Background: an optimization exercise with open tools, aiming at small area. Do not read the settings as production practice. At most, simulation tests tie the RTL to the original design; equivalence was not proved. No functional check of the RTL was part of run 1. In every run shown here, the design's own scripts or RTL, not TritonCTS, make the clock network. No driver is modelled on the clock port, so clock power and skew are understated where the tree is cut down; a real chip needs a root buffer or a tree. Power figures rest on the tool's default switching activity, not on a simulated workload.

==> flow/design.v <==
`timescale 1ns/1ps
module deb #(parameter ASYNC = 0) (
    input ck, reset,
    input button,
    output reg d,
    output p0, p1,          
    output p01,             
    output n0               
);
    localparam [3:0] P = 4'b1010;
    reg [3:0] s;
    wire [3:0] c = s ^ P;
    wire hold = (c == 4'd0);
    wire go = hold & (button ^ d);
    wire g = (~c[3] & ~c[2] & (c[1] | c[0])) | (c[3] & c[2] & ~c[1]);
    wire [3:0] nc = {c[2:0], g | go};
    always @(posedge ck)
        s <= reset ? P : (nc ^ P);
    if (ASYNC) begin : g_async
        always @(posedge ck, posedge reset)
            if (reset) d <= 1'b0;
            else d <= d ^ go;
    end else begin : g_sync
        always @(posedge ck)
            d <= ~reset & (d ^ go);
    end
    wire first = c[0] & ~c[1] & ~c[2] & ~c[3];    
    assign p0 = d & first;
    assign n0 = ~d & first;
    assign p1 = d & c[0] & c[1] & ~c[2];
    assign p01 = d & c[0] & ~c[2] & ~c[3];           
endmodule
module lfsr #(parameter W = 4, parameter K = 0, parameter XN = 0,
              parameter [W-1:0] E = 0, parameter [W-1:0] X = 0) (
    input ck,
    input load,
    output hit
);
    localparam [W-1:0] P = {(W+1)/2{2'b10}};
    reg [W-1:0] s;
    wire [W-1:0] q = s ^ P;
    assign hit = (q == E);
    wire fb = q[W-1] ^ q[K] ^ XN[0] ^ hit;
    always @(posedge ck)
        s <= load ? (X ^ P) : ({q[W-2:0], fb} ^ P);
endmodule
module top(
    input ck, reset,
    input mode, hh, mm, switch,
    output alarm, mode0, mode1,
    output CA, CB, CC, CD, CE, CF, CG, DP,
    output [7:0] AN
    );
    wire mode_d, mode_p0, mode_p1;
    wire hh_d, hh_p0, hh_p1;
    wire mm_d, mm_p0, mm_p1, mm_p01, mm_n0;
    wire sw_d, sw_p0, sw_p1;
    deb #(0) u0(.ck(ck), .reset(reset), .button(mode), .d(mode_d), .p0(mode_p0), .p1(mode_p1));
    deb #(0) u1(.ck(ck), .reset(reset), .button(hh), .d(hh_d), .p0(hh_p0), .p1(hh_p1));
    deb #(0) u2(.ck(ck), .reset(reset), .button(mm), .d(mm_d), .p0(mm_p0), .p1(mm_p1), .p01(mm_p01), .n0(mm_n0));
    deb #(1) u3(.ck(ck), .reset(reset), .button(switch), .d(sw_d), .p0(sw_p0), .p1(sw_p1));
    reg ca;
    always @(posedge ck, posedge reset)
        if (reset) ca <= 1'b1;
        else ca <= ca ^ mode_p0;
    wire sec, min, refresh, hit;
    lfsr #(13, 8, 1, 13'h1d7, 13'h3af) t_hs(ck, reset, sec);
    lfsr #(20, 0, 0, 20'ha74f5, 20'h4e9eb) t_mn(ck, reset, min);
    lfsr #(4, 2, 1, 4'hc, 4'h8) t_rf(ck, reset, refresh);
    lfsr #(13, 8, 1, 13'h1d7, 13'h3af) t_mt(ck, mm_p01, hit);
    localparam IDLE = 2'b00, WAIT = 2'b01, AUTO = 2'b10, INC = 2'b11;
    reg [1:0] s;
    reg [1:0] s_next;
    always @(*)
        case (s)
            IDLE: s_next = mm_p0 ? WAIT : IDLE;
            WAIT: s_next = !mm_d ? IDLE : hit ? AUTO : WAIT;
            AUTO: s_next = mm_p01 ? IDLE : (hit && !mm_n0) ? INC : AUTO;
            default: s_next = AUTO;
        endcase
    always @(posedge ck)
        s <= reset ? IDLE : s_next;
    wire autom = s[1];
    wire inc = (s == INC) | ((s == WAIT) & mm_p1);
    wire up_clock60 = (inc & ca) | (min & ~autom);
    wire up_alarm60 = inc & ~ca;
    wire ca_prev = ca ^ mode_p1;
    wire up_alarm24 = hh_p1 & ~ca_prev;
    reg [3:0] h0, h2, a0, a2;
    reg [2:0] h1, a1;
    reg [1:0] h3, a3;
    wire c0 = up_clock60 & h0[3] & h0[0];
    wire carry = c0 & h1[2] & h1[0];
    wire up_clock24 = carry | (hh_p1 & ca_prev);
    wire ac0 = up_alarm60 & a0[3] & a0[0];
    wire hw = h3[1] & h2[1] & h2[0];            
    wire aw = a3[1] & a2[1] & a2[0];
    always @(posedge ck, posedge reset)
        if (reset) h0 <= 0;
        else h0 <= h0 ^ ({4{up_clock60}} & {h0[0] & (h0[1] & h0[2] | h0[3]), h0[0] & h0[1], h0[0] & ~h0[3], 1'b1});
    always @(posedge ck)
        if (reset) begin
            h1 <= 0; h2 <= 0; h3 <= 0;
            a0 <= 0; a1 <= 0; a2 <= 0; a3 <= 0;
        end else begin
            h1 <= h1 ^ ({3{c0}} & {h1[0] & (h1[1] | h1[2]), h1[0] & ~h1[2], 1'b1});
            h2 <= h2 ^ ({4{up_clock24}} & {h2[0] & (h2[1] & h2[2] | h2[3]), h2[0] & h2[1] & ~h3[1], h2[0] & ~h2[3], 1'b1});
            h3 <= h3 ^ ({2{up_clock24}} & {h2[3] & h2[0] & h3[0] | hw, h2[3] & h2[0]});
            a0 <= a0 ^ ({4{up_alarm60}} & {a0[0] & (a0[1] & a0[2] | a0[3]), a0[0] & a0[1], a0[0] & ~a0[3], 1'b1});
            a1 <= a1 ^ ({3{ac0}} & {a1[0] & (a1[1] | a1[2]), a1[0] & ~a1[2], 1'b1});
            a2 <= a2 ^ ({4{up_alarm24}} & {a2[0] & (a2[1] & a2[2] | a2[3]), a2[0] & a2[1] & ~a3[1], a2[0] & ~a2[3], 1'b1});
            a3 <= a3 ^ ({2{up_alarm24}} & {a2[3] & a2[0] & a3[0] | aw, a2[3] & a2[0]});
        end
    reg [1:0] sel;
    always @(posedge ck, posedge reset)
        if (reset) sel <= 0;
        else sel <= sel ^ {refresh & sel[0], refresh};
    reg [3:0] hd, ad;
    always @(*)
        case (sel)
            2'd0: begin hd = h0; ad = a0; end
            2'd1: begin hd = {1'b0, h1}; ad = {1'b0, a1}; end
            2'd2: begin hd = h2; ad = a2; end
            default: begin hd = {2'b0, h3}; ad = {2'b0, a3}; end
        endcase
    wire [3:0] dig = ca ? hd : ad;
    reg [6:0] c;
    always @(*)
        case (dig)
            4'h0: c = 7'b0000001;
            4'h1: c = 7'b1001111;
            4'h2: c = 7'b0010010;
            4'h3: c = 7'b0000110;
            4'h4: c = 7'b1001100;
            4'h5: c = 7'b0100100;
            4'h6: c = 7'b0100000;
            4'h7: c = 7'b0001111;
            4'h8: c = 7'b0000000;
            4'h9: c = 7'b0000100;
            4'hA: c = 7'b0010000;
            4'hB: c = 7'b0000110;
            4'hC: c = 7'b0000100;
            4'hD: c = 7'b0100100;
            4'hE: c = 7'b0100000;
            default: c = 7'b0001111;
        endcase
    assign {CA, CB, CC, CD, CE, CF, CG} = c;
    assign AN = {4'b1111, ~(4'b0001 << sel)};
    reg sec_tog;
    always @(posedge ck)
        sec_tog <= ~reset & (sec_tog ^ sec);
    assign DP = ~((sel == 2'd2) & (~ca | sec_tog));
    assign alarm = sw_d & ({h3, h2, h1, h0} == {a3, a2, a1, a0});
    assign mode0 = ca;
    assign mode1 = ~ca;
endmodule
==> flow/flow/run.sh <==
#!/bin/bash
# Layout flow: the standard layout (standard.sh) with these changes:
#  1. after the standard synthesis, the combinational logic is mapped again
#     for area with each ABC script flow/abc_*.abc, and the smallest result
#     is laid out; the flip-flops are kept exactly as the standard synthesis
#     made them (same instances, names and cells);
#  2. the port buffers are buf_1 cells, and one tie cell drives all the
#     constant outputs;
#  3. the clock tree is built by flow/manual_cts.tcl in place of TritonCTS:
#     a clkbuf_2 at the clock port drives six clkbuf_8, each driving the
#     flip-flops of one sixth of the die (no dummy loads).
# Each tool's output goes to a log file of its own in this folder.
set -euo pipefail
export BUFFER_PORTS_ARGS="-buffer_cell sky130_fd_sc_hd__buf_1"
export SKIP_REPAIR_TIE_FANOUT=1
export PRE_CTS_TCL="$PWD/flow/manual_cts.tcl"
export MCTS_ROOT=sky130_fd_sc_hd__clkbuf_2
export MCTS_LEAVES=6
export MCTS_LEAF=sky130_fd_sc_hd__clkbuf_8
R="orfs/results/${FLOW_PLATFORM}/top/base"
LIB="${FLOW_HOME}/platforms/${FLOW_PLATFORM}/lib/sky130_fd_sc_hd__tt_025C_1v80.lib"
YOSYS="$(command -v yosys || echo "${FLOW_HOME}/../tools/install/yosys/bin/yosys")"

bash standard.sh synth > standard_synth.log 2>&1

cp "$R/1_2_yosys.v" "$R/1_2_yosys_standard.v"
DU="-dont_use sky130_fd_sc_hd__probe_p_8 -dont_use sky130_fd_sc_hd__probec_p_8 -dont_use sky130_fd_sc_hd__lpflow_*"
best=""
best_area=""
for script in flow/abc_*.abc; do
  name="$(basename "$script" .abc)"
  out="$R/1_2_yosys_$name.v"
  if "$YOSYS" -p "read_liberty -ignore_miss_func $LIB; blackbox sky130_fd_sc_hd__df*; \
      read_verilog $R/1_2_yosys_standard.v; hierarchy -top $FLOW_TOP; flatten; opt_clean; \
      abc -liberty $LIB $DU -script $script; opt_clean -purge; splitnets; opt_clean -purge; \
      hilomap -singleton -hicell sky130_fd_sc_hd__conb_1 HI -locell sky130_fd_sc_hd__conb_1 LO; \
      insbuf -buf sky130_fd_sc_hd__buf_4 A X; \
      read_liberty -lib -overwrite -ignore_miss_func $LIB; hierarchy -top $FLOW_TOP; \
      check -assert -mapped; tee -o resynth_$name.stat stat -liberty $LIB; \
      write_verilog -noattr -nohex -nodec $out" > resynth_$name.log 2>&1; then
    area="$(awk '/Chip area for module/ {print $NF}' resynth_$name.stat | tail -1)"
    if [[ -n "$area" ]] && { [[ -z "$best_area" ]] || awk -v a="$area" -v b="$best_area" 'BEGIN {exit !(a < b)}'; }; then
      best="$out"; best_area="$area"
    fi
  fi
done
echo "chosen: $best ($best_area um2)" > resynth_choice.txt
if [[ -n "$best" ]]; then
  cp "$best" "$R/1_2_yosys.v"
fi

bash standard.sh finish > standard_finish.log 2>&1
==> flow/flow/abc_amap.abc <==
strash
dc2
dch -f
amap
strash
dc2
dch -f
amap
topo
==> flow/flow/abc_amap_mfs.abc <==
strash
dc2
dch -f
amap
mfs3 -a
topo
==> flow/flow/abc_nf.abc <==
strash
&get -n
&st
&syn2
&dch -f
&nf -a -R 1000
&put
topo
==> flow/flow/abc_nf_mfs.abc <==
strash
&get -n
&st
&syn2
&dch -f
&nf -a -R 1000
&put
mfs3 -a
topo
==> flow/flow/manual_cts.tcl <==
# Replaces clock_tree_synthesis: the clock port drives one root clock buffer
# (MCTS_ROOT, or none) which drives MCTS_LEAVES leaf clock buffers (MCTS_LEAF), each driving the flip-flops nearest to it
# (or, with NB = 0, the root drives every flip-flop).
proc clock_tree_synthesis {args} {
  set block [ord::get_db_block]
  set db [ord::get_db]
  set clk [$block findNet ck]
  set rootm ""
  if {$::env(MCTS_ROOT) ne "none"} { set rootm [$db findMaster $::env(MCTS_ROOT)] }
  set sinks [$clk getITerms]
  set xs 0; set ys 0; set n 0
  foreach it $sinks {
    set loc [[$it getInst] getLocation]
    set xs [expr {$xs + [lindex $loc 0]}]; set ys [expr {$ys + [lindex $loc 1]}]; incr n
  }
  set cx [expr {int($xs / $n)}]; set cy [expr {int($ys / $n)}]
  if {$rootm eq "NULL" || $rootm eq ""} {
    set rnet $clk
  } else {
    set root [odb::dbInst_create $block $rootm clkbuf_root]
    set rnet [odb::dbNet_create $block clknet_root]
    $rnet setSigType CLOCK
    [$root findITerm A] connect $clk
    [$root findITerm X] connect $rnet
    $root setLocation $cx $cy
    $root setPlacementStatus PLACED
  }
  set nb $::env(MCTS_LEAVES)
  if {$nb == 0} {
    foreach it $sinks { $it disconnect; $it connect $rnet }
    return
  }
  # split sinks into a grid of nb groups: columns by x, then rows by y
  set lst {}
  foreach it $sinks { set loc [[$it getInst] getLocation]; lappend lst [list [lindex $loc 0] [lindex $loc 1] $it] }
  set lst [lsort -integer -index 0 $lst]
  set ncol [expr {int(ceil(sqrt($nb)))}]
  set nrow [expr {int(ceil(double($nb) / $ncol))}]
  set groups {}
  set percol [expr {int(ceil(double([llength $lst]) / $ncol))}]
  for {set c 0} {$c < $ncol} {incr c} {
    set col [lsort -integer -index 1 [lrange $lst [expr {$c*$percol}] [expr {($c+1)*$percol - 1}]]]
    set per [expr {int(ceil(double([llength $col]) / $nrow))}]
    for {set r 0} {$r < $nrow} {incr r} {
      lappend groups [lrange $col [expr {$r*$per}] [expr {($r+1)*$per - 1}]]
    }
  }
  set nb [llength $groups]
  set leafm [$db findMaster $::env(MCTS_LEAF)]
  for {set g 0} {$g < $nb} {incr g} {
    set grp [lindex $groups $g]
    if {[llength $grp] == 0} continue
    set xs 0; set ys 0
    foreach e $grp { set xs [expr {$xs + [lindex $e 0]}]; set ys [expr {$ys + [lindex $e 1]}] }
    set lx [expr {int($xs / [llength $grp])}]; set ly [expr {int($ys / [llength $grp])}]
    set b [odb::dbInst_create $block $leafm clkbuf_leaf_$g]
    set nn [odb::dbNet_create $block clknet_leaf_$g]
    $nn setSigType CLOCK
    [$b findITerm A] connect $rnet
    [$b findITerm X] connect $nn
    $b setLocation $lx $ly
    $b setPlacementStatus PLACED
    foreach e $grp { set it [lindex $e 2]; $it disconnect; $it connect $nn }
  }
}
==> flow/standard.sh <==
#!/bin/bash
# synth_recipe.tcl (not shown) runs the flow's synth.tcl, then flattens the netlist and writes it again
# the make line also repeats each setting of config.mk as NAME=value (left out here)
make -C /OpenROAD-flow-scripts/flow DESIGN_CONFIG=/design/flow/config.mk WORK_HOME=/design/flow/orfs CLKGATE_MAP_FILE= SYNTH_SCRIPT=/design/flow/synth_recipe.tcl "${@:-finish}"
==> flow/config.mk <==
export PLATFORM = sky130hd
export DESIGN_NAME = top
export DESIGN_NICKNAME = top
export VERILOG_FILES = /design/flow/design.v
export SDC_FILE = /design/flow/constraint.sdc
export NUM_CORES = 4
export LEC_CHECK = 0
export CAP_MARGIN = 0
export CORE_MARGIN = 2
export CORE_UTILIZATION = 40
export SLEW_MARGIN = 0
==> flow/constraint.sdc <==
create_clock -name core_clock -period 10.0 [get_ports {ck}]
set_input_delay 2.0000 -clock core_clock [delete_from_list [all_inputs] [get_ports {ck}]]
set_output_delay 2.0000 -clock core_clock [all_outputs]
set_load 0.01 [all_outputs]
==> reports/qor.json, run 1 <==
{
  "status": {
    "outcome": "no timing/DRC/antenna violations"
  },
  "critical_path": {
    "max_stage_delay_ns": 0.69,
    "family_of_cells_with_the_greatest_summed_delay_on_the_critical_path": "simple AND/OR/NAND/NOR gates",
    "register_to_register_setup_slack_ns": 7.10,
    "rr_startpoint": "u2.d$_DFF_P_",
    "number_of_cells_traversed_by_the_worst_register_to_register_path": 12,
    "crit_path_end_kind": "output port",
    "critical_path_buf_inv_count": 2,
    "crit-reg2reg-capture": "h2[1]$_SDFF_PP0_",
    "crit_fanout": 13,
    "critPathLaunchType": "register",
    "worst-setup-path-type": "register to output port",
    "cp.required_ns": 8.00,
    "cell_seen_most_often_among_critical_path_stages": "sky130_fd_sc_hd__o21ai_0",
    "crit_path_top_delay_cell": "sky130_fd_sc_hd__dfstp_2",
    "path_cells": "clkinv_1, o21ai_0, nor3_1, nor2_1, o21ai_0, or3_1, o21ai_0, buf_1",
    "endpoint_arrival_time_on_the_critical_path_ns": 2.78
  },
  "sta": {
    "timing.final.setup_violations": 0,
    "skew_ns": 0.005775,
    "hold_violations": 0,
    "fin_setup_tns_ns": 0,
    "worstMarginPinSlew_ns": 0.8584,
    "max_freq_mhz": 209.0,
    "max_slew_margin_pct": 42.17,
    "final_min_period_over_clock_period_pct": 47.84,
    "final_max_slew_viols": 0,
    "rsz0062_at_grt": "no",
    "timing.final.crit_period_ns": 4.784
  },
  "final_layout": {
    "largest-register": "t_mn.s",
    "growth_of_design_area_from_synthesis_to_finish_pct": 7.641,
    "filler_cell_count": 920,
    "ratio_of_cells_with_drive_above_1_in_the_final_layout_pct": 2.483,
    "largestRegisters": "t_mn.s x20, t_hs.s x13, t_mt.s x13",
    "antenna_cells_inserted": 0,
    "largest_register_ff_count": 20,
    "most_frequent_cells_in_the_layout": "sky130_fd_sc_hd__dfxtp_1, sky130_fd_sc_hd__nor2_1, sky130_fd_sc_hd__nand2_1",
    "layout.cells.most_common": "sky130_fd_sc_hd__dfxtp_1",
    "finalNetCount": 451
  },
  "clock_tree": {
    "cts_resized": 0,
    "post_cts.repair.setup_buffers": 0,
    "worst_skew_pair.late_latency_ns": 0.51,
    "cts.clk_slew.worst_paths_ns": 0.10,
    "cts_hold_repair.buffers": 0
  },
  "floorplan": {
    "die_area_um2": 10210,
    "floorplan.die.width_um": 101.0,
    "vertical_extent_of_the_die_um": 101.0,
    "row_count": 35,
    "core_um2": 9196,
    "start_util_pct": 40.95,
    "io_pins": 25
  },
  "place": {
    "dp.final_hpwl_um": 5194,
    "gpl.final_weighted_congestion": 0.9299,
    "port_buffers": 20
  },
  "global_routing": {
    "grt_first_pass_wirelength_um": 13030,
    "number_of_global_route_vias_before_repair": 2752,
    "grt_antenna_before_repair": 0,
    "grt_max_degree": 57,
    "overflow": 0,
    "gr-usage-all-layers_pct": 15.05
  },
  "power": {
    "power_switching_share_pct": 34.02,
    "p_seq_share_pct": 54.1,
    "internal-power_uw": 615.5,
    "total_switching_power_uw": 317.4,
    "power.leakage_uw": 0.001561,
    "total_power_uw": 932.9,
    "power_frac_comb_pct": 27.5,
    "vdd_ir_max_v": 0.0001337,
    "clock_power_share_pct": 18.4,
    "power_density_nw_per_um2": 230.1
  },
  "min_path": {
    "min_delay_startpoint": "t_mt.s[10]$_SDFF_PP0_",
    "holdPathStages": 1,
    "hold_path_class": "register to register",
    "whs_endpoint": "t_mt.s[11]$_SDFF_PP1_"
  },
  "yosys": {
    "synth_area_per_cell_um2": 9.010,
    "netlist_instances": 418,
    "total_nets_after_synthesis": 424,
    "yosys_warnings": 6,
    "synthesis.area_um2": 3766
  },
  "detailed_routing": {
    "total_drc_errors_in_the_routed_layout": 0,
    "drt_wl_total_um": 7398,
    "detailedRoute.firstIterationViolations": 147,
    "via_count": 2876,
    "firstDrtPassIters": 4,
    "wl_per_cell_um": 13.35,
    "via_density_per_instance": 5.191,
    "ant_nets": 0
  },
  "run": {
    "cap_violations": 0
  }
}
stage by stage:
step	cells	instance area [µm²]	worst slack, ns	util, %	hold WS (ns)
after global placement	547	3966	5.888	43.13	0.3624
after floorplan	418	3766	6.059	-	0.3527
after global routing	554	4054	4.906	44.08	0.4030
after detailed placement	547	3966	5.807	43.13	0.3696
final	554	4054	5.216	44.08	0.3861
after CTS	554	4054	5.802	44.08	0.3696
metal layers:
metal / track usage, % / wire, µm / vias to the layer above
met5: 0 / 0 / -
met4: 2.391 / 104 / 0
met3: 1.803 / 273 / 11
met2: 24.97 / 3245 / 41
met1: 21.48 / 3775 / 1324
li1: - / - / 1500
cell type report:
type	count	area, µm²	area share, %
Inverter	15	56.30	1.389
Timing Repair Buffer	22	91.34	2.253
Multi-Input combinational cell	297	1597	39.38
Tap cell	111	138.9	3.426
Sequential cell	102	2083	51.39
Buffer	7	87.58	2.160
power by group through the flow:
stage	registers, µW	clock network (µW)	logic (µW)
after global placement	512	0	251
after CTS	514	128	257
final	504	172	257
after floorplan	504	0	186
after detailed placement	514	0	257
after global routing	516	197	295
how the worst max path moves through the flow:
stage	cells after the start	from	slack, ns	end
6_report	8	ca$_DFF_PP1_	5.22	CD
5_1_grt	8	ca$_DFF_PP1_	4.91	CD
3_3_place_gp	8	ca$_DFF_PP1_	5.89	CD
4_1_cts	8	ca$_DFF_PP1_	5.80	CD
2_1_floorplan	7	ca$_DFF_PP1_	6.06	CD
3_5_place_dp	8	ca$_DFF_PP1_	5.81	CD
==> run 2: changes to the inputs <==
--- a/flow/design.v
+++ b/flow/design.v
@@ -67,14 +67,14 @@
     lfsr #(13, 8, 1, 13'h1d7, 13'h3af) t_hs(ck, reset, sec);
     lfsr #(20, 0, 0, 20'ha74f5, 20'h4e9eb) t_mn(ck, reset, min);
     lfsr #(4, 2, 1, 4'hc, 4'h8) t_rf(ck, reset, refresh);
-    lfsr #(13, 8, 1, 13'h1d7, 13'h3af) t_mt(ck, mm_p01, hit);
+    lfsr #(13, 8, 1, 13'h1d7, 13'h3af) t_mt(ck, mm_p1, hit);
     localparam IDLE = 2'b00, WAIT = 2'b01, AUTO = 2'b10, INC = 2'b11;
     reg [1:0] s;
     reg [1:0] s_next;
     always @(*)
         case (s)
             IDLE: s_next = mm_p0 ? WAIT : IDLE;
-            WAIT: s_next = !mm_d ? IDLE : hit ? AUTO : WAIT;
+            WAIT: s_next = !mm_d ? IDLE : (hit && !mm_p1) ? AUTO : WAIT;
             AUTO: s_next = mm_p01 ? IDLE : (hit && !mm_n0) ? INC : AUTO;
             default: s_next = AUTO;
         endcase
--- a/flow/flow/run.sh
+++ b/flow/flow/run.sh
@@ -7,15 +7,15 @@
 #  2. the port buffers are buf_1 cells, and one tie cell drives all the
 #     constant outputs;
 #  3. the clock tree is built by flow/manual_cts.tcl in place of TritonCTS:
-#     a clkbuf_2 at the clock port drives six clkbuf_8, each driving the
-#     flip-flops of one sixth of the die (no dummy loads).
+#     a clkbuf_2 at the clock port drives five clkbuf_8, each driving the
+#     flip-flops of one fifth of the die (no dummy loads).
 # Each tool's output goes to a log file of its own in this folder.
 set -euo pipefail
 export BUFFER_PORTS_ARGS="-buffer_cell sky130_fd_sc_hd__buf_1"
 export SKIP_REPAIR_TIE_FANOUT=1
 export PRE_CTS_TCL="$PWD/flow/manual_cts.tcl"
 export MCTS_ROOT=sky130_fd_sc_hd__clkbuf_2
-export MCTS_LEAVES=6
+export MCTS_LEAVES=5
 export MCTS_LEAF=sky130_fd_sc_hd__clkbuf_8
 R="orfs/results/${FLOW_PLATFORM}/top/base"
 LIB="${FLOW_HOME}/platforms/${FLOW_PLATFORM}/lib/sky130_fd_sc_hd__tt_025C_1v80.lib"
--- a/flow/flow/manual_cts.tcl
+++ b/flow/flow/manual_cts.tcl
@@ -30,20 +30,29 @@
     foreach it $sinks { $it disconnect; $it connect $rnet }
     return
   }
-  # split sinks into a grid of nb groups: columns by x, then rows by y
+  # split sinks into nb groups of (nearly) equal size: columns by x, each
+  # column then split into rows by y
   set lst {}
   foreach it $sinks { set loc [[$it getInst] getLocation]; lappend lst [list [lindex $loc 0] [lindex $loc 1] $it] }
   set lst [lsort -integer -index 0 $lst]
+  set total [llength $lst]
   set ncol [expr {int(ceil(sqrt($nb)))}]
-  set nrow [expr {int(ceil(double($nb) / $ncol))}]
   set groups {}
-  set percol [expr {int(ceil(double([llength $lst]) / $ncol))}]
+  set start 0
+  set done 0
   for {set c 0} {$c < $ncol} {incr c} {
-    set col [lsort -integer -index 1 [lrange $lst [expr {$c*$percol}] [expr {($c+1)*$percol - 1}]]]
-    set per [expr {int(ceil(double([llength $col]) / $nrow))}]
-    for {set r 0} {$r < $nrow} {incr r} {
-      lappend groups [lrange $col [expr {$r*$per}] [expr {($r+1)*$per - 1}]]
+    set rows [expr {$nb / $ncol + ($c < $nb % $ncol ? 1 : 0)}]
+    set stop [expr {int(round(double($total) * ($done + $rows) / $nb))}]
+    set col [lsort -integer -index 1 [lrange $lst $start [expr {$stop - 1}]]]
+    set n [llength $col]
+    set rstart 0
+    for {set r 0} {$r < $rows} {incr r} {
+      set rstop [expr {int(round(double($n) * ($r + 1) / $rows))}]
+      lappend groups [lrange $col $rstart [expr {$rstop - 1}]]
+      set rstart $rstop
     }
+    set start $stop
+    incr done $rows
   }
   set nb [llength $groups]
   set leafm [$db findMaster $::env(MCTS_LEAF)]
--- a/flow/config.mk
+++ b/flow/config.mk
@@ -7,5 +7,5 @@
 export LEC_CHECK = 0
 export CAP_MARGIN = 0
 export CORE_MARGIN = 2
-export CORE_UTILIZATION = 40
+export CORE_UTILIZATION = 70
 export SLEW_MARGIN = 0
==> run 2 against run 1 <==
Effect of this change: largest power group unchanged; combinational power decreased by 7%; first-iteration DRC count increased by 19%; still clean on timing, DRC and antenna; hold slack improved by 0.012 ns; synthesized cell count decreased by 0.96%; die area decreased by 41%; highest routed layer unchanged; total power decreased by 3.2%; critical path depth unchanged; maximum frequency increased by 5.9%; sequential share of layout area increased by 0.94 points; synthesized area decreased by 0.20%; critical path type unchanged.
==> reports/qor.json, run 2 <==
{
  "status": {
    "outcome": "no timing/DRC/antenna violations"
  },
  "detailed_routing": {
    "detailedRoute.firstIterationViolations": 175,
    "total_drc_errors_in_the_routed_layout": 0,
    "via_density_per_instance": 5.687,
    "via_count": 2889,
    "ant_nets": 0,
    "firstDrtPassIters": 5,
    "wl_per_cell_um": 13.80,
    "drt_wl_total_um": 7011
  },
  "final_layout": {
    "antenna_cells_inserted": 0,
    "ratio_of_cells_with_drive_above_1_in_the_final_layout_pct": 2.511,
    "most_frequent_cells_in_the_layout": "sky130_fd_sc_hd__dfxtp_1, sky130_fd_sc_hd__nor2_1, sky130_fd_sc_hd__nand2_1",
    "largestRegisters": "t_mn.s x20, t_hs.s x13, t_mt.s x13",
    "final_core_util_pct": 77.46,
    "filler_cell_count": 391,
    "largest-register": "t_mn.s",
    "layout.cells.most_common": "sky130_fd_sc_hd__dfxtp_1",
    "largest_register_ff_count": 20,
    "finalNetCount": 446,
    "growth_of_design_area_from_synthesis_to_finish_pct": 5.925
  },
  "floorplan": {
    "floorplan.die.width_um": 77.28,
    "row_count": 26,
    "start_util_pct": 73.13,
    "die_area_um2": 5971,
    "io_pins": 25,
    "vertical_extent_of_the_die_um": 77.28,
    "core_um2": 5140
  },
  "global_routing": {
    "overflow": 0,
    "grt_antenna_before_repair": 0,
    "grt_max_degree": 56,
    "grt_first_pass_wirelength_um": 12190,
    "gr-usage-all-layers_pct": 24.03,
    "number_of_global_route_vias_before_repair": 2761
  },
  "clock_tree": {
    "worst_skew_pair.late_latency_ns": 0.47,
    "cts.clk_slew.worst_paths_ns": 0.11,
    "cts_hold_repair.buffers": 0,
    "post_cts.repair.setup_buffers": 0,
    "cts_resized": 0
  },
  "sta": {
    "skew_ns": 0.01274,
    "worstMarginPinSlew_ns": 0.9682,
    "final_max_slew_viols": 0,
    "hold_violations": 0,
    "timing.final.crit_period_ns": 4.515,
    "final_min_period_over_clock_period_pct": 45.15,
    "fin_setup_tns_ns": 0,
    "rsz0062_at_grt": "no",
    "timing.hold.ws_ns": 0.3983,
    "timing.final.setup_violations": 0,
    "max_slew_margin_pct": 35.05,
    "max_freq_mhz": 221.5
  },
  "yosys": {
    "synth_area_per_cell_um2": 9.079,
    "total_nets_after_synthesis": 420,
    "synthesis.area_um2": 3759,
    "yosys_warnings": 6,
    "netlist_instances": 414
  },
  "place": {
    "dp.final_hpwl_um": 4952,
    "port_buffers": 20,
    "gpl.final_weighted_congestion": 0.8950
  },
  "critical_path": {
    "crit_path_end_kind": "output port",
    "endpoint_arrival_time_on_the_critical_path_ns": 2.52,
    "cp.required_ns": 8.00,
    "critPathLaunchType": "register",
    "crit_fanout": 11,
    "worst-setup-path-type": "register to output port"
  },
  "power": {
    "vdd_ir_max_v": 0.0001651,
    "total_power_uw": 902.8,
    "power.leakage_uw": 0.001534,
    "power_density_nw_per_um2": 226.8
  },
  "run": {
    "cap_violations": 0
  },
  "min_path": {
    "hold_path_class": "register to register"
  }
}
==> run 2: worst max-delay path, stage by stage (launching register included) <==
cell and delay, ns:
sky130_fd_sc_hd__dfstp_2 0.70, sky130_fd_sc_hd__clkinv_1 0.25, sky130_fd_sc_hd__o21ai_0 0.14, sky130_fd_sc_hd__nor3_1 0.07, sky130_fd_sc_hd__nor2_1 0.31, sky130_fd_sc_hd__nand2_1 0.13
sky130_fd_sc_hd__o2111ai_1 0.17, sky130_fd_sc_hd__o21ai_0 0.13, sky130_fd_sc_hd__buf_1 0.14
==> run 2: metrics by stage <==
stage / setup WS, ns / instance area (µm²) / std cells
detailed placement: 5.871 / 3908 / 502
finish: 5.485 / 3981 / 508
global route: 5.238 / 3981 / 508
floorplan: 6.340 / 3759 / 414
global placement: 5.898 / 3908 / 502
CTS: 5.851 / 3981 / 508
==> run 2: routing by layer <==
layer / share of wire (%) / GRT usage [%] / vias to the layer above
met5: 0 / 0 / -
met4: 1.0 / 3.036 / 0
met1: 47 / 33.10 / 1352
li1: - / - / 1472
met2: 48 / 42.43 / 58
met3: 4.4 / 2.235 / 7
==> run 2: worst paths after layout <==
path                                         endpoint  slack, ns                  start  cells after the start
setup reg to reg                     h2[2]$_SDFF_PP0_       7.68     u2.s[1]$_SDFF_PP1_                      8
setup / recovery                                   CD       5.48           ca$_DFF_PP1_                      8
max in group asynchronous  asynchronous set/reset pin       7.55                  reset                      3
min in group asynchronous             h0[3]$_DFF_PP0_       2.00                  reset                      3
hold / removal                  t_mt.s[11]$_SDFF_PP1_       0.40  t_mt.s[10]$_SDFF_PP0_                      1
hold reg to reg                 t_mt.s[11]$_SDFF_PP1_       0.40  t_mt.s[10]$_SDFF_PP0_                      1
==> run 2: area by class of cell <==
| type | instances | area [µm²] | share of cell area [%] |
|---|---|---|---|
| Timing Repair Buffer | 22 | 91.34 | 2.294 |
| Inverter | 8 | 30.03 | 0.7542 |
| Buffer | 6 | 73.82 | 1.854 |
| Sequential cell | 102 | 2083 | 52.33 |
| Tap cell | 70 | 87.58 | 2.200 |
| Multi-Input combinational cell | 300 | 1615 | 40.57 |
==> run 2: power by group <==
part	internal, µW	switching (µW)	total (µW)	leakage, µW
clock	47.6	110	157	0.0000401
combinational	88.6	151	240	0.000616
sequential	460	45.4	506	0.000878
==> run 3: changes to the inputs <==
--- a/flow/config.mk
+++ b/flow/config.mk
@@ -7,5 +7,5 @@
 export LEC_CHECK = 0
 export CAP_MARGIN = 0
 export CORE_MARGIN = 2
-export CORE_UTILIZATION = 70
+export CORE_UTILIZATION = 40
 export SLEW_MARGIN = 0
==> run 3 against run 2 <==
Effect of this change: still clean on timing, DRC and antenna; via count shrank 1.5%; maximum frequency up 3.4%; sequential share of layout area is 0.67 points lower; sequential power fell by 0.8%; combinational power shrank 2%; register-to-register slack worse by 0.82 ns; total power fell by 0.57%; global-route usage fell by 9.2 points; critical path type unchanged.
==> reports/qor.json, run 3 <==
{
  "critical_path": {
    "register_to_register_setup_slack_ns": 6.86,
    "rr_startpoint": "u2.d$_DFF_P_",
    "worst-setup-path-type": "register to output port",
    "crit-reg2reg-capture": "h2[2]$_SDFF_PP0_",
    "crit_fanout": 11,
    "critPathLaunchType": "register",
    "endpoint_arrival_time_on_the_critical_path_ns": 2.37,
    "number_of_cells_traversed_by_the_worst_register_to_register_path": 8,
    "cp.required_ns": 8.00,
    "crit_path_end_kind": "output port"
  },
  "sta": {
    "hold_violations": 0,
    "max_slew_margin_pct": 17.59,
    "final_max_slew_viols": 0,
    "timing.final.crit_period_ns": 4.366,
    "fin_ws_ns": 5.634,
    "fin_setup_tns_ns": 0,
    "max_freq_mhz": 229.1,
    "rsz0062_at_grt": "no",
    "worstMarginPinSlew_ns": 1.227,
    "skew_ns": 0.009219,
    "timing.hold.ws_ns": 0.3975,
    "final_min_period_over_clock_period_pct": 43.66,
    "timing.final.setup_violations": 0
  },
  "yosys": {
    "yosys_warnings": 6,
    "netlist_instances": 414,
    "total_nets_after_synthesis": 420,
    "synthesis.area_um2": 3759,
    "synth_area_per_cell_um2": 9.079
  },
  "final_layout": {
    "antenna_cells_inserted": 0,
    "layout.cells.most_common": "sky130_fd_sc_hd__dfxtp_1",
    "ratio_of_cells_with_drive_above_1_in_the_final_layout_pct": 2.511,
    "final_core_util_pct": 43.85,
    "finalNetCount": 446,
    "largest-register": "t_mn.s",
    "largest_register_ff_count": 20,
    "largestRegisters": "t_mn.s x20, t_hs.s x13, t_mt.s x13",
    "growth_of_design_area_from_synthesis_to_finish_pct": 7.290,
    "filler_cell_count": 908,
    "most_frequent_cells_in_the_layout": "sky130_fd_sc_hd__dfxtp_1, sky130_fd_sc_hd__nor2_1, sky130_fd_sc_hd__nand2_1"
  },
  "detailed_routing": {
    "drt_wl_total_um": 7239,
    "ant_nets": 0,
    "via_count": 2845,
    "detailedRoute.firstIterationViolations": 171,
    "firstDrtPassIters": 6,
    "via_density_per_instance": 5.182,
    "total_drc_errors_in_the_routed_layout": 0,
    "wl_per_cell_um": 13.19
  },
  "power": {
    "vdd_ir_max_v": 0.0001036,
    "power.leakage_uw": 0.001534,
    "power_density_nw_per_um2": 222.6,
    "total_power_uw": 897.6
  },
  "clock_tree": {
    "post_cts.repair.setup_buffers": 0,
    "cts.clk_slew.worst_paths_ns": 0.12,
    "cts_resized": 0,
    "worst_skew_pair.late_latency_ns": 0.47,
    "cts_hold_repair.buffers": 0
  },
  "global_routing": {
    "grt_max_degree": 56,
    "grt_first_pass_wirelength_um": 12720,
    "gr-usage-met3_pct": 1.456,
    "grt_antenna_before_repair": 0,
    "number_of_global_route_vias_before_repair": 2717,
    "most_crowded_layer_gr": "met2",
    "overflow": 0,
    "gr-usage-all-layers_pct": 14.81,
    "use_met2_pct": 25.38,
    "grt_util_met1_pct": 20.65
  },
  "min_path": {
    "whs_endpoint": "t_mt.s[2]$_SDFF_PP1_",
    "hold_path_class": "register to register",
    "holdPathStages": 1,
    "min_delay_startpoint": "t_mt.s[1]$_SDFF_PP0_"
  },
  "place": {
    "dp.final_hpwl_um": 5135,
    "dp_slack_ns": 6.134,
    "gpl.final_weighted_congestion": 0.9523,
    "port_buffers": 20
  },
  "floorplan": {
    "floorplan.die.width_um": 100.9,
    "row_count": 35,
    "start_util_pct": 40.87,
    "io_pins": 25,
    "core_um2": 9196,
    "vertical_extent_of_the_die_um": 100.9,
    "die_area_um2": 10190
  },
  "status": {
    "outcome": "no timing/DRC/antenna violations"
  },
  "run": {
    "cap_violations": 0
  }
}
[run 3: power by group]
part	total [µW]	switching, µW	leakage (µW)	internal (µW)
Sequential	502	41.4	0.000878	460
Clock	160	112	0.0000401	47.7
Combinational	236	148	0.000615	88.8
[run 3: worst max-delay path by stage]
stage | start | endpoint | slack (ns) | cells after the start
after floorplan | ca$_DFF_PP1_ | CB | 6.34 | 6
after global placement | reset | u1.s[0]$_SDFF_PP0_ | 6.14 | 8
after detailed placement | reset | u1.s[0]$_SDFF_PP0_ | 6.13 | 8
after CTS | reset | u1.s[0]$_SDFF_PP0_ | 6.14 | 8
after global routing | ca$_DFF_PP1_ | CE | 5.29 | 7
final | ca$_DFF_PP1_ | CF | 5.63 | 8
[run 3: layer usage]
metal | vias to the layer above | share of wire (%)
li1 | 1476 | -
met1 | 1296 | 48
met2 | 59 | 45
met3 | 14 | 4.4
met4 | 0 | 1.8
met5 | - | 0
[run 3: worst max-delay path: stages, from the launching register on]
cell and delay [ns]:
sky130_fd_sc_hd__dfstp_2 0.67, sky130_fd_sc_hd__clkinv_1 0.24, sky130_fd_sc_hd__o21ai_0 0.14, sky130_fd_sc_hd__nor3_1 0.08, sky130_fd_sc_hd__nor2_1 0.27, sky130_fd_sc_hd__nor2_1 0.12, sky130_fd_sc_hd__a21oi_1 0.18, sky130_fd_sc_hd__nor2_1 0.08
sky130_fd_sc_hd__buf_1 0.13
[run 3: through the flow]
stage | instance area (µm²) | std cells
5_1_grt | 4033 | 549
3_3_place_gp | 3959 | 543
4_1_cts | 4033 | 549
6_report | 4033 | 549
3_5_place_dp | 3959 | 543
2_1_floorplan | 3759 | 414
[run 3: area by class of cell]
type	instances	area (µm²)	area share, %
Buffer	6	73.82	1.831
Inverter	8	30.03	0.7446
Multi-Input combinational cell	300	1615	40.06
Sequential cell	102	2083	51.66
Tap cell	111	138.9	3.444
Timing Repair Buffer	22	91.34	2.265
==> run 4: changes to the inputs <==
==> flow/flow/abc_nf_mfs_x2.abc (new file) <==
strash
&get -n
&st
&syn2
&dch -f
&nf -a -R 1000
&put
mfs3 -a
strash
&get -n
&st
&dch -f
&nf -a -R 1000
&put
mfs3 -a
topo
==> flow/flow/abc_nf_mfs_x3.abc (new file) <==
strash
&get -n
&st
&syn2
&dch -f
&nf -a -R 1000
&put
mfs3 -a
strash
&get -n
&st
&dch -f
&nf -a -R 1000
&put
mfs3 -a
strash
&get -n
&st
&dch -f
&nf -a -R 1000
&put
mfs3 -a
topo
==> flow/flow/abc_nf_mfs_x5.abc (new file) <==
strash
&get -n
&st
&syn2
&dch -f
&nf -a -R 1000
&put
mfs3 -a
strash
&get -n
&st
&dch -f
&nf -a -R 1000
&put
mfs3 -a
strash
&get -n
&st
&dch -f
&nf -a -R 1000
&put
mfs3 -a
strash
&get -n
&st
&dch -f
&nf -a -R 1000
&put
mfs3 -a
strash
&get -n
&st
&dch -f
&nf -a -R 1000
&put
mfs3 -a
topo
==> run 4 against run 3 <==
Effect of this change: still clean; clock skew is 0.0045 ns higher; worst setup slack lost 0.11 ns; maximum frequency down 2.4%; global-route usage down 0.080 points; final cell count down 0.18%; sequential power barely moved; utilization is essentially flat; via count up 0.63%; combinational power rose by 3%; total power increased by 0.82%; synthesized area is 0.50% lower; largest power group unchanged.
==> reports/qor.json, run 4 <==
{
  "global_routing": {
    "number_of_global_route_vias_before_repair": 2657,
    "overflow": 0,
    "grt_antenna_before_repair": 0,
    "grt_first_pass_wirelength_um": 12590,
    "gr-usage-all-layers_pct": 14.73,
    "grt_max_degree": 52
  },
  "status": {
    "outcome": "no timing/DRC/antenna violations"
  },
  "clock_tree": {
    "cts_resized": 0,
    "cts_hold_repair.buffers": 0,
    "post_cts.repair.setup_buffers": 0,
    "cts.clk_slew.worst_paths_ns": 0.12,
    "worst_skew_pair.late_latency_ns": 0.49
  },
  "floorplan": {
    "floorplan.die.width_um": 100.7,
    "row_count": 35,
    "core_um2": 9153,
    "vertical_extent_of_the_die_um": 100.7,
    "die_area_um2": 10140,
    "io_pins": 25,
    "start_util_pct": 40.86
  },
  "detailed_routing": {
    "via_density_per_instance": 5.224,
    "total_drc_errors_in_the_routed_layout": 0,
    "drt_wl_total_um": 7358,
    "wl_per_cell_um": 13.43,
    "firstDrtPassIters": 4,
    "via_count": 2863,
    "detailedRoute.firstIterationViolations": 139,
    "ant_nets": 0
  },
  "final_layout": {
    "most_frequent_cells_in_the_layout": "sky130_fd_sc_hd__dfxtp_1, sky130_fd_sc_hd__nor2_1, sky130_fd_sc_hd__nand2_1",
    "largest-register": "t_mn.s",
    "finalNetCount": 445,
    "final_core_util_pct": 43.86,
    "largestRegisters": "t_mn.s x20, t_hs.s x13, t_mt.s x13",
    "growth_of_design_area_from_synthesis_to_finish_pct": 7.327,
    "instances_no_fill": 548,
    "ratio_of_cells_with_drive_above_1_in_the_final_layout_pct": 2.517,
    "layout.cells.most_common": "sky130_fd_sc_hd__dfxtp_1",
    "antenna_cells_inserted": 0,
    "largest_register_ff_count": 20
  },
  "critical_path": {
    "cell_seen_most_often_among_critical_path_stages": "sky130_fd_sc_hd__a21oi_1",
    "critPathLaunchType": "register",
    "max_stage_delay_ns": 0.43,
    "crit_path_top_delay_cell": "sky130_fd_sc_hd__dfrtp_1",
    "critical_path_buf_inv_count": 2,
    "endpoint_arrival_time_on_the_critical_path_ns": 2.47,
    "worst-setup-path-type": "register to output port",
    "crit_path_end_kind": "output port",
    "cp.required_ns": 8.00,
    "crit_fanout": 7,
    "family_of_cells_with_the_greatest_summed_delay_on_the_critical_path": "compound AO/OA/AOI/OAI gates",
    "path_cells": "clkinv_1, nand2_1, o22ai_1, o31a_1, nor2_1, a21oi_1, a21oi_1, buf_1"
  },
  "yosys": {
    "synthesis.area_um2": 3740,
    "total_nets_after_synthesis": 419,
    "yosys_warnings": 6,
    "netlist_instances": 413,
    "synth_area_per_cell_um2": 9.055
  },
  "place": {
    "port_buffers": 20,
    "gpl.final_weighted_congestion": 0.8493,
    "post_placement_cell_count": 542,
    "dp.final_hpwl_um": 5213
  },
  "sta": {
    "skew_ns": 0.01369,
    "rsz0062_at_grt": "no",
    "max_slew_margin_pct": 22.96,
    "final_min_period_over_clock_period_pct": 44.73,
    "max_freq_mhz": 223.6,
    "hold_violations": 0,
    "timing.final.crit_period_ns": 4.473,
    "timing.final.setup_violations": 0,
    "worstMarginPinSlew_ns": 1.147,
    "fin_setup_tns_ns": 0,
    "final_max_slew_viols": 0
  },
  "power": {
    "power_density_nw_per_um2": 225.5,
    "vdd_ir_max_v": 0.0001245,
    "power.leakage_uw": 0.001594
  },
  "run": {
    "cap_violations": 0
  },
  "min_path": {
    "hold_path_class": "register to register"
  }
}
-- run 4: report_power, final --
group,switching [µW],internal [µW],leakage (µW),total [µW]
registers,41.9,460,0.000878,502
clock network,113,47.5,0.0000401,161
logic,150,91.9,0.000675,242
-- run 4: final cells by class --
cell class,count,area (µm²)
plain buffers,6,73.82
fillers,911,5139
inverters,7,26.28
multi-input cells,300,1600
flip-flops and latches,102,2083
well taps,111,138.9
repair buffers,22,91.34
-- run 4: layer usage --
layer  wire length, µm  GRT usage (%)  vias to the layer above
li1                  -              -                     1471
met1              3519          20.88                     1324
met2              3360          24.51                       53
met3               320          1.387                       15
met4               158          3.056                        0
met5                 0              0                        -
-- run 4: final timing paths --
kind                                       start               endpoint  slack, ns  depth (start not counted)
hold reg to reg            t_mt.s[10]$_SDFF_PP0_  t_mt.s[11]$_SDFF_PP1_       0.39                          1
max in group asynchronous                  reset           ca$_DFF_PP1_       7.62                          4
hold / removal             t_mt.s[10]$_SDFF_PP0_  t_mt.s[11]$_SDFF_PP1_       0.39                          1
setup / recovery                sel[0]$_DFF_PP0_                     CG       5.53                          8
min in group asynchronous                  reset        h0[1]$_DFF_PP0_       1.75                          3
setup reg to reg                    u2.d$_DFF_P_       h2[2]$_SDFF_PP0_       6.89                          8
-- run 4: stage by stage --
step | setup WS [ns] | area, µm² | hold slack [ns] | total power, µW
finish | 5.527 | 4014 | 0.3883 | 904.9
global route | 5.304 | 4014 | 0.4126 | 966.3
floorplan | 6.297 | 3740 | 0.3527 | 674.5
detailed placement | 6.112 | 3940 | 0.3644 | 752.1
global placement | 6.194 | 3940 | 0.3590 | 742.2
CTS | 6.107 | 4014 | 0.3644 | 871.2
==> run 5: changes to the inputs <==
--- a/flow/flow/run.sh
+++ b/flow/flow/run.sh
@@ -7,15 +7,15 @@
 #  2. the port buffers are buf_1 cells, and one tie cell drives all the
 #     constant outputs;
 #  3. the clock tree is built by flow/manual_cts.tcl in place of TritonCTS:
-#     a clkbuf_2 at the clock port drives five clkbuf_8, each driving the
-#     flip-flops of one fifth of the die (no dummy loads).
+#     a clkbuf_2 at the clock port drives six clkbuf_8, each driving the
+#     flip-flops of one sixth of the die (no dummy loads).
 # Each tool's output goes to a log file of its own in this folder.
 set -euo pipefail
 export BUFFER_PORTS_ARGS="-buffer_cell sky130_fd_sc_hd__buf_1"
 export SKIP_REPAIR_TIE_FANOUT=1
 export PRE_CTS_TCL="$PWD/flow/manual_cts.tcl"
 export MCTS_ROOT=sky130_fd_sc_hd__clkbuf_2
-export MCTS_LEAVES=5
+export MCTS_LEAVES=6
 export MCTS_LEAF=sky130_fd_sc_hd__clkbuf_8
 R="orfs/results/${FLOW_PLATFORM}/top/base"
 LIB="${FLOW_HOME}/platforms/${FLOW_PLATFORM}/lib/sky130_fd_sc_hd__tt_025C_1v80.lib"
==> run 5 against run 4 <==
Effect of this change: critical path depth is the same; still clean on timing, DRC and antenna; utilization increased by 0.15 points; register-to-register slack worse by 0.03 ns; critical endpoint unchanged.
==> reports/qor.json, run 5 <==
{
  "status": {
    "outcome": "no timing/DRC/antenna violations"
  },
  "sta": {
    "rsz0062_at_grt": "no",
    "fin_setup_tns_ns": 0,
    "hold_violations": 0,
    "fin_ws_ns": 5.494,
    "final_min_period_over_clock_period_pct": 45.06,
    "timing.final.setup_violations": 0,
    "final_max_slew_viols": 0,
    "max_freq_mhz": 221.9,
    "max_slew_margin_pct": 19.24,
    "worstMarginPinSlew_ns": 1.202,
    "skew_ns": 0.01456,
    "timing.final.crit_period_ns": 4.506
  },
  "clock_tree": {
    "post_cts.repair.setup_buffers": 0,
    "cts.clk_slew.worst_paths_ns": 0.11,
    "worst_skew_pair.late_latency_ns": 0.52,
    "cts_resized": 0,
    "cts_hold_repair.buffers": 0
  },
  "critical_path": {
    "cell_seen_most_often_among_critical_path_stages": "sky130_fd_sc_hd__a21oi_1",
    "max_stage_delay_ns": 0.43,
    "family_of_cells_with_the_greatest_summed_delay_on_the_critical_path": "compound AO/OA/AOI/OAI gates",
    "worst-path-stages": 8,
    "critical_path_buf_inv_count": 2,
    "worst-setup-path-type": "register to output port",
    "endpoint_arrival_time_on_the_critical_path_ns": 2.51,
    "cp.required_ns": 8.00,
    "crit_fanout": 7,
    "crit_path_end_kind": "output port",
    "crit_path_top_delay_cell": "sky130_fd_sc_hd__dfrtp_1",
    "path_cells": "clkinv_1, nand2_1, o22ai_1, o31a_1, nor2_1, a21oi_1, a21oi_1, buf_1",
    "critPathLaunchType": "register",
    "number_of_cells_traversed_by_the_worst_register_to_register_path": 8
  },
  "detailed_routing": {
    "total_drc_errors_in_the_routed_layout": 0,
    "detailedRoute.firstIterationViolations": 142,
    "wl_per_cell_um": 13.41,
    "firstDrtPassIters": 4,
    "via_density_per_instance": 5.184,
    "via_count": 2846,
    "drt_wl_total_um": 7364,
    "ant_nets": 0
  },
  "global_routing": {
    "grt_antenna_before_repair": 0,
    "gr-usage-all-layers_pct": 14.70,
    "number_of_global_route_vias_before_repair": 2606,
    "grt_max_degree": 52,
    "grt_first_pass_wirelength_um": 12530,
    "overflow": 0
  },
  "floorplan": {
    "vertical_extent_of_the_die_um": 100.7,
    "row_count": 35,
    "die_area_um2": 10140,
    "core_um2": 9153,
    "io_pins": 25,
    "start_util_pct": 40.86,
    "floorplan.die.width_um": 100.7
  },
  "final_layout": {
    "filler_cell_count": 913,
    "largest-register": "t_mn.s",
    "layout.cells.most_common": "sky130_fd_sc_hd__dfxtp_1",
    "most_frequent_cells_in_the_layout": "sky130_fd_sc_hd__dfxtp_1, sky130_fd_sc_hd__nor2_1, sky130_fd_sc_hd__nand2_1",
    "ratio_of_cells_with_drive_above_1_in_the_final_layout_pct": 2.740,
    "largestRegisters": "t_mn.s x20, t_hs.s x13, t_mt.s x13",
    "finalNetCount": 446,
    "final_core_util_pct": 44.01,
    "antenna_cells_inserted": 0,
    "finalInstanceArea_um2": 4028,
    "growth_of_design_area_from_synthesis_to_finish_pct": 7.695,
    "largest_register_ff_count": 20
  },
  "place": {
    "dp_slack_ns": 6.112,
    "placed_cell_area_um2": 3940,
    "port_buffers": 20,
    "dp.final_hpwl_um": 5213,
    "gpl.final_weighted_congestion": 0.8493
  },
  "min_path": {
    "hold_path_class": "register to register",
    "holdPathStages": 1
  },
  "yosys": {
    "synthesis.area_um2": 3740,
    "synth_area_per_cell_um2": 9.055,
    "total_nets_after_synthesis": 419,
    "netlist_instances": 413,
    "yosys_warnings": 6
  },
  "power": {
    "power.leakage_uw": 0.001601,
    "power_density_nw_per_um2": 227.5,
    "vdd_ir_max_v": 0.0001144
  },
  "run": {
    "cap_violations": 0
  }
}
run 5: layer usage:
layer  routed length, µm  track usage, %
met1                3670           21.49
met2                3283           23.79
met3                 293           1.734
met4                 116           2.318
met5                   0               0
run 5: layout make-up:
type	instances	area, µm²	share of cell area [%]
sequential	102	2083	51.72
multi-input combinational	300	1600	39.73
tap	111	138.9	3.448
timing repair buffer	22	91.34	2.268
buffer	7	87.58	2.175
inverter	7	26.28	0.6524
run 5: through the flow:
step / power (µW) / cells / hold WS, ns
floorplan: 674.5 / 413 / 0.3527
global placement: 742.2 / 542 / 0.3590
detailed placement: 752.1 / 542 / 0.3644
CTS: 881.3 / 549 / 0.3644
global route: 979.8 / 549 / 0.4176
finish: 916.5 / 549 / 0.3865
run 5: path summary, 6_finish.rpt:
kind,start,end,slack [ns]
worst max-delay path,sel[0]$_DFF_PP0_,CG,5.49
worst min-delay path,t_mt.s[10]$_SDFF_PP0_,t_mt.s[11]$_SDFF_PP1_,0.39
worst max register to register,u2.d$_DFF_P_,h2[2]$_SDFF_PP0_,6.86
worst min register to register,t_mt.s[10]$_SDFF_PP0_,t_mt.s[11]$_SDFF_PP1_,0.39
max in group asynchronous,reset,ca$_DFF_PP1_,7.63
min in group asynchronous,reset,asynchronous set/reset pin,1.72
run 5: power by group:
group          total, µW  internal (µW)  switching [µW]
Sequential           502            460            42.1
Combinational        243           91.9             151
Clock                172           55.8             116

separate check: timing with driven ports:
The results above use ideal ports. As a check the final layouts listed here were re-extracted and re-timed, cells and wires unchanged. Step 1 sets driving cells, clkbuf_16 on the clock port and buf_2 on the other inputs (assumed; they add their load-dependent delay and slew). Step 2, shift: input delay + t, output delay - t, t = (earliest + latest rising clock arrival at the registers) / 2. This alone moves slack from input paths to output paths. a / b / c = no drivers / after step 1 / after step 2; a / b = the first two.
run | t, ns | setup WS [ns] | hold slack, ns | clock arrival spread, ns
run 1 | 0.538 | 5.216 / 5.189 / 5.727 | 0.386 / 0.386 / 0.386 | 0.006 / 0.006
run 2 | 0.491 | 5.485 / 5.458 / 5.900 | 0.398 / 0.398 / 0.398 | 0.015 / 0.015
run 3 | 0.486 | 5.634 / 5.609 / 6.095 | 0.397 / 0.397 / 0.397 | 0.010 / 0.010
run 4 | 0.508 | 5.527 / 5.501 / 6.009 | 0.388 / 0.388 / 0.388 | 0.014 / 0.014
run 5 | 0.536 | 5.494 / 5.468 / 6.004 | 0.387 / 0.387 / 0.387 | 0.014 / 0.015
After both steps every run listed still meets setup and hold.
